Source: an optimization exercise on an open RTL-to-GDS flow (aim: small area, a short achievable clock period and few clock cycles per item). Production flows keep margins and buffers that such runs may drop.
In this exercise RTL edits were held to simulation tests only and were not proved equivalent to the original.
No activity file was given, so power comes from the tool's default toggle rates.

run 1:
==> flow/design.v <==
`timescale 1ns/1ps
`default_nettype none
module multiplier #(parameter WIDTH = 64) (
    input  wire [WIDTH+1:0] s_in,
    input  wire [WIDTH+1:0] c_in,
    input  wire             e_in,
    input  wire [1:0]       a_in,
    input  wire [WIDTH-1:0] b_in,
    input  wire [WIDTH-1:0] n_in,
    input  wire             n1_in,    
    input  wire             iter,     
    input  wire             sub,      
    output logic [WIDTH+1:0] s_out,
    output logic [WIDTH+1:0] c_out,
    output logic            e_out
    );
    localparam TW = WIDTH + 4;
    logic [TW-1:0] s, c, r1, r2, r3, r4;
    logic [TW-1:0] s1, c1, s2, c2, s3, c3, s4, c4;
    logic [1:0] t, q;
    assign s  = {2'b00, s_in};
    assign c  = {2'b00, c_in};
    assign r1 = a_in[0] ? {4'b0000, b_in} : {TW{1'b0}};
    assign r2 = a_in[1] ? {3'b000, b_in, 1'b0} : {TW{1'b0}};
    assign t = s_in[1:0] + c_in[1:0] + {1'b0, e_in} + r1[1:0] + r2[1:0];
    assign q = {iter & (t[1] ^ (t[0] & ~n1_in)), iter & t[0]};
    assign r3 = {{4{sub}}, (n_in & {WIDTH{q[0]}}) | (~n_in & {WIDTH{sub}})};
    assign r4 = q[1] ? {3'b000, n_in, 1'b0} : {TW{1'b0}};
    assign s1 = s ^ c ^ r1;
    assign c1 = {(s[TW-2:0] & c[TW-2:0]) | (s[TW-2:0] & r1[TW-2:0]) | (c[TW-2:0] & r1[TW-2:0]), e_in};
    assign s2 = s1 ^ c1 ^ r2;
    assign c2 = {(s1[TW-2:0] & c1[TW-2:0]) | (s1[TW-2:0] & r2[TW-2:0]) | (c1[TW-2:0] & r2[TW-2:0]), sub};
    assign s3 = s2 ^ c2 ^ r3;
    assign c3 = {(s2[TW-2:0] & c2[TW-2:0]) | (s2[TW-2:0] & r3[TW-2:0]) | (c2[TW-2:0] & r3[TW-2:0]), 1'b0};
    assign s4 = s3 ^ c3 ^ r4;
    assign c4 = {(s3[TW-2:0] & c3[TW-2:0]) | (s3[TW-2:0] & r4[TW-2:0]) | (c3[TW-2:0] & r4[TW-2:0]), 1'b0};
    always_comb begin
        if (iter) begin
            s_out = s4[TW-1:2];
            c_out = c4[TW-1:2];
            e_out = s4[1] & c4[1];
        end else begin
            s_out = s4[WIDTH+1:0];
            c_out = c4[WIDTH+1:0];
            e_out = 1'b0;
        end
    end
endmodule
`default_nettype wire
`timescale 1ns/1ps
`default_nettype none
module mont_reduction (
    input  wire [7:0]  x,
    output logic [2:0] pos
    );
    always_comb begin
        pos = 3'd0;
        for (int i = 0; i < 8; i++)
            if (x[i]) pos = i[2:0];
    end
endmodule
`default_nettype wire
`timescale 1ns/1ps
`default_nettype none
module mod_exponent #(parameter WIDTH = 64) (
    input wire clk_in,
    input wire rst_in,
    input wire [WIDTH-1:0] base,
    input wire [WIDTH-1:0] exponent,
    input wire [WIDTH-1:0] modulo,
    input wire [WIDTH-1:0] inv_modulo,
    input wire [WIDTH:0] R,
    input wire [WIDTH-1:0] start_product,
    input wire valid_in,
    input wire ready_in,
    output logic [WIDTH-1:0] c_out,
    output logic valid_out,
    output logic busy_out
    );
    localparam ST_IDLE = 3'd0, ST_SCAN = 3'd1, ST_ITER = 3'd2, ST_SETTLE = 3'd3,
               ST_FIX = 3'd4, ST_DONE = 3'd5, ST_SUB = 3'd6;
    localparam OP_SQ = 2'd0, OP_MUL = 2'd1, OP_CONV = 2'd2;
    logic [2:0] state, state_n;
    logic [1:0] op, op_n;
    logic [WIDTH-1:0] acc, n_r;
    logic [7:0] bgrp;            
    logic [WIDTH+1:0] s_r, c_r;
    logic e_r;
    logic [1:0] a_r;
    logic [4:0] cnt;
    logic [6:0] idx, idx_n;      
    logic [7:0] grp;             
    logic iter_r, sub_r;         
    logic [WIDTH+1:0] s_nx, c_nx;
    logic e_nx;
    multiplier #(.WIDTH(WIDTH)) step (
        .s_in(s_r), .c_in(c_r), .e_in(e_r), .a_in(a_r), .b_in(acc), .n_in(n_r),
        .n1_in(n_r[1]), .iter(iter_r), .sub(sub_r),
        .s_out(s_nx), .c_out(c_nx), .e_out(e_nx));
    logic [2:0] top_pos;
    mont_reduction lead (.x(grp), .pos(top_pos));
    assign c_out = acc;
    wire settled = (c_r == '0) && !e_r;
    wire ebit = grp[idx[2:0]];
    wire need_sub = s_r[WIDTH];
    wire [4:0] cnt1 = cnt + 5'd1;
    wire [4:0] cnt2 = cnt + 5'd2;
    logic ld_acc, ld_base, clr, set_one;
    logic [1:0] a_n;
    always_comb begin
        state_n = state;
        op_n = op;
        idx_n = idx;
        ld_acc = 1'b0;       
        ld_base = 1'b0;      
        clr = 1'b0;          
        set_one = 1'b0;      
        a_n = 2'b00;
        case (op)
            OP_SQ:   a_n = acc[{cnt1, 1'b0} +: 2];
            OP_MUL:  a_n = bgrp[{cnt1[1:0], 1'b0} +: 2];
            default: a_n = 2'b00;
        endcase
        if (state != ST_ITER || cnt == 5'd31) a_n = 2'b00;
        case (state)
            ST_IDLE: begin
                idx_n = 7'd63;
                if (valid_in) state_n = ST_SCAN;
            end
            ST_SCAN: begin
                ld_base = 1'b1;
                clr = 1'b1;
                if (grp != 8'd0) begin
                    idx_n = {1'b0, idx[5:3], top_pos} - 7'd1;
                    state_n = ST_ITER;
                    if (idx[5:3] == 3'd0 && top_pos == 3'd0) begin
                        op_n = OP_CONV;
                        a_n = 2'b01;
                    end else begin
                        op_n = OP_SQ;
                        a_n = base[1:0];
                    end
                end else if (idx[5:3] == 3'd0) begin
                    op_n = OP_CONV;
                    set_one = 1'b1;
                    state_n = ST_SETTLE;
                end else begin
                    idx_n = idx - 7'd8;
                end
            end
            ST_ITER: begin
                if (cnt == 5'd31) state_n = ST_SETTLE;
            end
            ST_SETTLE: begin
                if (settled && need_sub) begin
                    state_n = ST_SUB;
                end else if (settled) begin
                    ld_acc = 1'b1;
                    if (op == OP_CONV) begin
                        state_n = ST_SUB;
                    end else begin
                        clr = 1'b1;
                        state_n = ST_ITER;
                        if (op == OP_SQ && ebit) begin
                            op_n = OP_MUL;
                            a_n = bgrp[1:0];
                        end else if (idx[5:0] == 6'd0) begin
                            op_n = OP_CONV;
                            a_n = 2'b01;
                        end else begin
                            idx_n = idx - 7'd1;
                            op_n = OP_SQ;
                            a_n = s_r[1:0];
                        end
                    end
                end
            end
            ST_SUB: state_n = (op == OP_CONV) ? ST_FIX : ST_SETTLE;
            ST_FIX: begin
                if (settled) begin
                    ld_acc = !s_r[WIDTH+1];
                    state_n = ST_DONE;
                end
            end
            ST_DONE: if (ready_in) state_n = ST_IDLE;
            default: state_n = ST_IDLE;
        endcase
        if (rst_in) state_n = ST_IDLE;
    end
    always_ff @(posedge clk_in) begin
        n_r <= modulo;
        bgrp <= base[{(state == ST_ITER) ? cnt2[4:2] : 3'd0, 3'b000} +: 8];
        grp <= exponent[{idx_n[5:3], 3'b000} +: 8];
        idx <= idx_n;
        state <= state_n;
        op <= op_n;
        iter_r <= state_n == ST_ITER;
        sub_r <= state_n == ST_SUB;
        a_r <= a_n;
        cnt <= (state == ST_ITER) ? cnt1 : 5'd0;
        if (clr || set_one) begin
            s_r <= {{(WIDTH+1){1'b0}}, set_one};
            c_r <= '0;
            e_r <= 1'b0;
        end else begin
            s_r <= s_nx;
            c_r <= c_nx;
            e_r <= e_nx;
        end
        if (ld_base) acc <= base;
        else if (ld_acc) acc <= s_r[WIDTH-1:0];
        if (rst_in) begin
            busy_out <= 1'b0;
            valid_out <= 1'b0;
        end else begin
            if (state == ST_IDLE && valid_in) busy_out <= 1'b1;
            if (state == ST_FIX && settled) begin
                busy_out <= 1'b0;
                valid_out <= 1'b1;
            end
            if (state == ST_DONE && ready_in) valid_out <= 1'b0;
        end
    end
endmodule
`default_nettype wire
clock: 10.0 ns
lec_check: 0
cap_margin: 20
core_margin: 2
core_utilization: 30
place_density: 0.4
slew_margin: 20
standard.sh (not shown) runs the stock make flow with config.mk's settings and CLKGATE_MAP_FILE= SYNTH_SCRIPT=/design/flow/synth_recipe.tcl, a recipe that flattens the netlist after the stock synthesis.
==> flow/flow/run.sh <==
#!/bin/bash
# Standard layout, with timing repair aiming well below the clock period so
# the resizer works on the paths that set the achieved period, and small
# port buffers (every port still gets one).
set -euo pipefail
export SETUP_SLACK_MARGIN=6.7
export BUFFER_PORTS_ARGS="-buffer_cell sky130_fd_sc_hd__buf_1"
bash standard.sh > standard.log 2>&1
Testbench counts of run 1, summed over its fixed seeds: cycles 63,204, items 32.
#### Input delta (run 2 over run 1)
Settings: swapping 30 for 55 in CORE_UTILIZATION; swapping 0.4 for 0.65 in PLACE_DENSITY.
## What came out
Taking run 1 as the reference point, the wire length of run 2 falls by 14000 um. On run 2: worst hold slack is 0.0072 ns higher than what run 1 gave. Of the two values seen for termination of the worst setup path, c_out[0] was produced by run 2 and grp[6]$_DFF_P_ by run 1. Count of clock-buffer cells in the layout went down by more than 10% going from run 1 to run 2.
> inputs changed (run 2 -> run 3)
Settings: PLACE_DENSITY now 0.4, was 0.65; CORE_UTILIZATION now 30, was 55.
==> flow/flow/run.sh <==
#!/bin/bash
# Standard layout, with timing repair aiming well below the clock period so
# the resizer works on the paths that set the achieved period.
set -euo pipefail
export SETUP_SLACK_MARGIN=6.7
bash standard.sh > standard.log 2>&1
--- outcome ---
Of run 3 and run 2, it is run 3 that has the lower effective utilization at floorplan. Re final instance count without filler cells: run 2 was lower than run 3. Run 2 -> run 3: fmax flat. Post-route minimum period (run 3 over run 2): decrease, 0.010 ns. The number of levels in the clock H-tree on run 3 is in line with that on run 2. Run 3 vs. run 2: worst hold margin grew by 0.0062 ns, setup slack rose 0.010 ns, buffers inserted during post-CTS setup optimization went up, area added between synthesis and finish climbed 16 points. Comparing run 2 and run 3, the higher number of resized instances in the post-cts repair step is on run 3. Global-route usage: higher on run 2.

========
## v26
mod_exponent, a different RTL version from the one above (not shown whole).
Size: roughly 460 I/O pins, roughly 19000 um^2 of cells after synthesis.
==> flow/design.v (excerpt) <==
module mod_exponent #(parameter WIDTH = 64) (
    input wire clk_in,
    input wire rst_in,
    input wire [WIDTH-1:0] base,
    input wire [WIDTH-1:0] exponent,
    input wire [WIDTH-1:0] modulo,
    input wire [WIDTH-1:0] inv_modulo,
    input wire [WIDTH:0] R,
    input wire [WIDTH-1:0] start_product,
    input wire valid_in,
    input wire ready_in,
    output logic [WIDTH-1:0] c_out,
    output logic valid_out,
    output logic busy_out
    );
    localparam ST_IDLE = 3'd0, ST_SCAN = 3'd1, ST_ITER = 3'd2, ST_SETTLE = 3'd3,
               ST_FIX = 3'd4, ST_DONE = 3'd5, ST_SUB = 3'd6;
    localparam OP_SQ = 2'd0, OP_MUL = 2'd1, OP_CONV = 2'd2;
    logic [2:0] state, state_n;
    logic [1:0] op, op_n;
    logic [WIDTH-1:0] acc;
    logic n1_r;                  
    logic [7:0] bgrp;            
    logic [WIDTH:0] s_r, c_r;
    logic e_r;
    logic [1:0] a_r;
    logic [4:0] cnt;
    logic [6:0] idx, idx_n;      
    logic [7:0] grp;             
    logic scan_wait;             
    logic iter_r, sub_r;         
    logic [WIDTH:0] s_nx, c_nx;
    logic e_nx;
    multiplier #(.WIDTH(WIDTH)) step (
        .s_in(s_r), .c_in(c_r), .e_in(e_r), .a_in(a_r), .b_in(acc), .n_in(modulo),
        .n1_in(n1_r), .iter(iter_r), .sub(sub_r),
  ...
clock: 10.0 ns
lec_check: 0
cap_margin: 20
core_margin: 2
core_utilization: 55
cts_buf_list: sky130_fd_sc_hd__clkbuf_16
cts_cluster_diameter: 70
cts_cluster_size: 28
gpl_routability_driven: 0
place_density: 0.65
slew_margin: 20
==> flow/flow/run.sh <==
#!/bin/bash
# Standard layout, with timing repair aiming well below the clock period so
# the resizer works on the paths that set the achieved period, and small
# port buffers (every port still gets one).
set -euo pipefail
export SETUP_SLACK_MARGIN=6.7
export BUFFER_PORTS_ARGS="-buffer_cell sky130_fd_sc_hd__buf_1"
bash standard.sh > standard.log 2>&1
Testbench counts of v26, summed over its fixed seeds: cycles 63,316, items 32.
Relative to v26, the following input files were edited for v46:
Settings: a change of CTS_CLUSTER_SIZE from 28 to 22; a deleted GPL_ROUTABILITY_DRIVEN that had been 0; a change of PLACE_DENSITY from 0.65 to 0.8; a change of CORE_UTILIZATION from 55 to 70; a change of CTS_CLUSTER_DIAMETER from 70 to 60.
Findings:
Having completed the whole flow, v46 delivered a layout that passed the timing, DRC and antenna checks.
Diff v26 -> v46 | clock period minus final worst setup slack | increase of 0.13 ns
The leakage power reported for v46 is greater than that of v26 by 0.14 nW.
The worst setup path startpoint comes out modulo[62] in one run and a_r[0]$_DFF_P_ in the other, namely in v26 and v46 respectively.
Worst setup slack sits lower in v46 than in v26.
Per the comparison of v46 with v26, cell area now larger; clock transition time at the flip-flop clock pins of the worst setup and hold paths has remained practically unchanged.
Lower multi-input gate area in the final layout was reported by v26, not v46.
Diff v26 -> v46 | total of cells resized after clock tree synthesis | increase of 6
When v46 is measured against v26, its headroom to the max-slew limit turns out 3.8 points higher.
Setup changes, v46 to v52
Settings: CTS_CLUSTER_SIZE changed from 22 to 28; CORE_UTILIZATION changed from 70 to 50; PLACE_DENSITY changed from 0.8 to 0.6; CTS_CLUSTER_DIAMETER changed from 60 to 70.
==> comparison <==
No stage failed in v46, and the final checks on the layout all came back clean.
v52: flow completed, timing, DRC and antenna clean
Row critical path data arrival time: v52 lower / v46 higher
The run showing the greater utilization is v46.
Compared v52 against v46; routed wire length within noise.
There was hardly any difference in clock-cell share of area between v46 and v52.
Proportion of cell area occupied by registers came out lower on v52 than on v46.
Across both runs, inserted tap cell count was higher for v52 than for v46.
v52 has share of total power in the clock network above what v46 had.
Compared to v46, v52 has setup slack 0.058 ns higher.
Measured against each other, v52 and v46 differ in total non-filler cell area in the finished layout, the lower figure coming from v46.

re-timing with driven ports:
The results above use ideal ports. As a check the final layouts listed here were re-extracted and re-timed, cells and wires unchanged. Step 1 (the two cells are an assumption about what drives the block):
set clk [get_ports {clk_in}]
set_driving_cell -lib_cell sky130_fd_sc_hd__clkbuf_16 $clk
set_driving_cell -lib_cell sky130_fd_sc_hd__buf_2 [delete_from_list [all_inputs] $clk]
Step 2 times the ports against the registers' clock, not the clock port: input delays grow and output delays shrink by t, the midpoint of the rising clock arrivals with the driver on. a / b / c = ideal / step 1 / step 2; a / b = the first two.
| run | shift t [ns] | setup slack, ns | worst setup path after step 2 | worst data-port slew with drivers (ns) | pins driven straight from the clock port |
|---|---|---|---|---|---|
| run 1 | 0.623 | 6.698 / 6.673 / 6.698 | register to register | 0.09 | 1 |
| run 2 | 0.603 | 6.626 / 6.569 / 6.684 | register to register | 0.08 | 1 |
| run 3 | 0.627 | 6.636 / 6.574 / 6.489 | input to register | 0.07 | 1 |
| v26 | 0.570 | 6.712 / 6.685 / 6.171 | input to register | 0.08 | 1 |
| v46 | 0.570 | 6.582 / 6.582 / 6.156 | input to register | 0.11 | 1 |
| v52 | 0.593 | 6.639 / 6.639 / 6.185 | input to register | 0.09 | 1 |
After both steps setup and hold are still met in every run listed. The setup slack of v26, which loses most, moves by -0.027 ns with the drivers and by -0.541 ns with both steps.
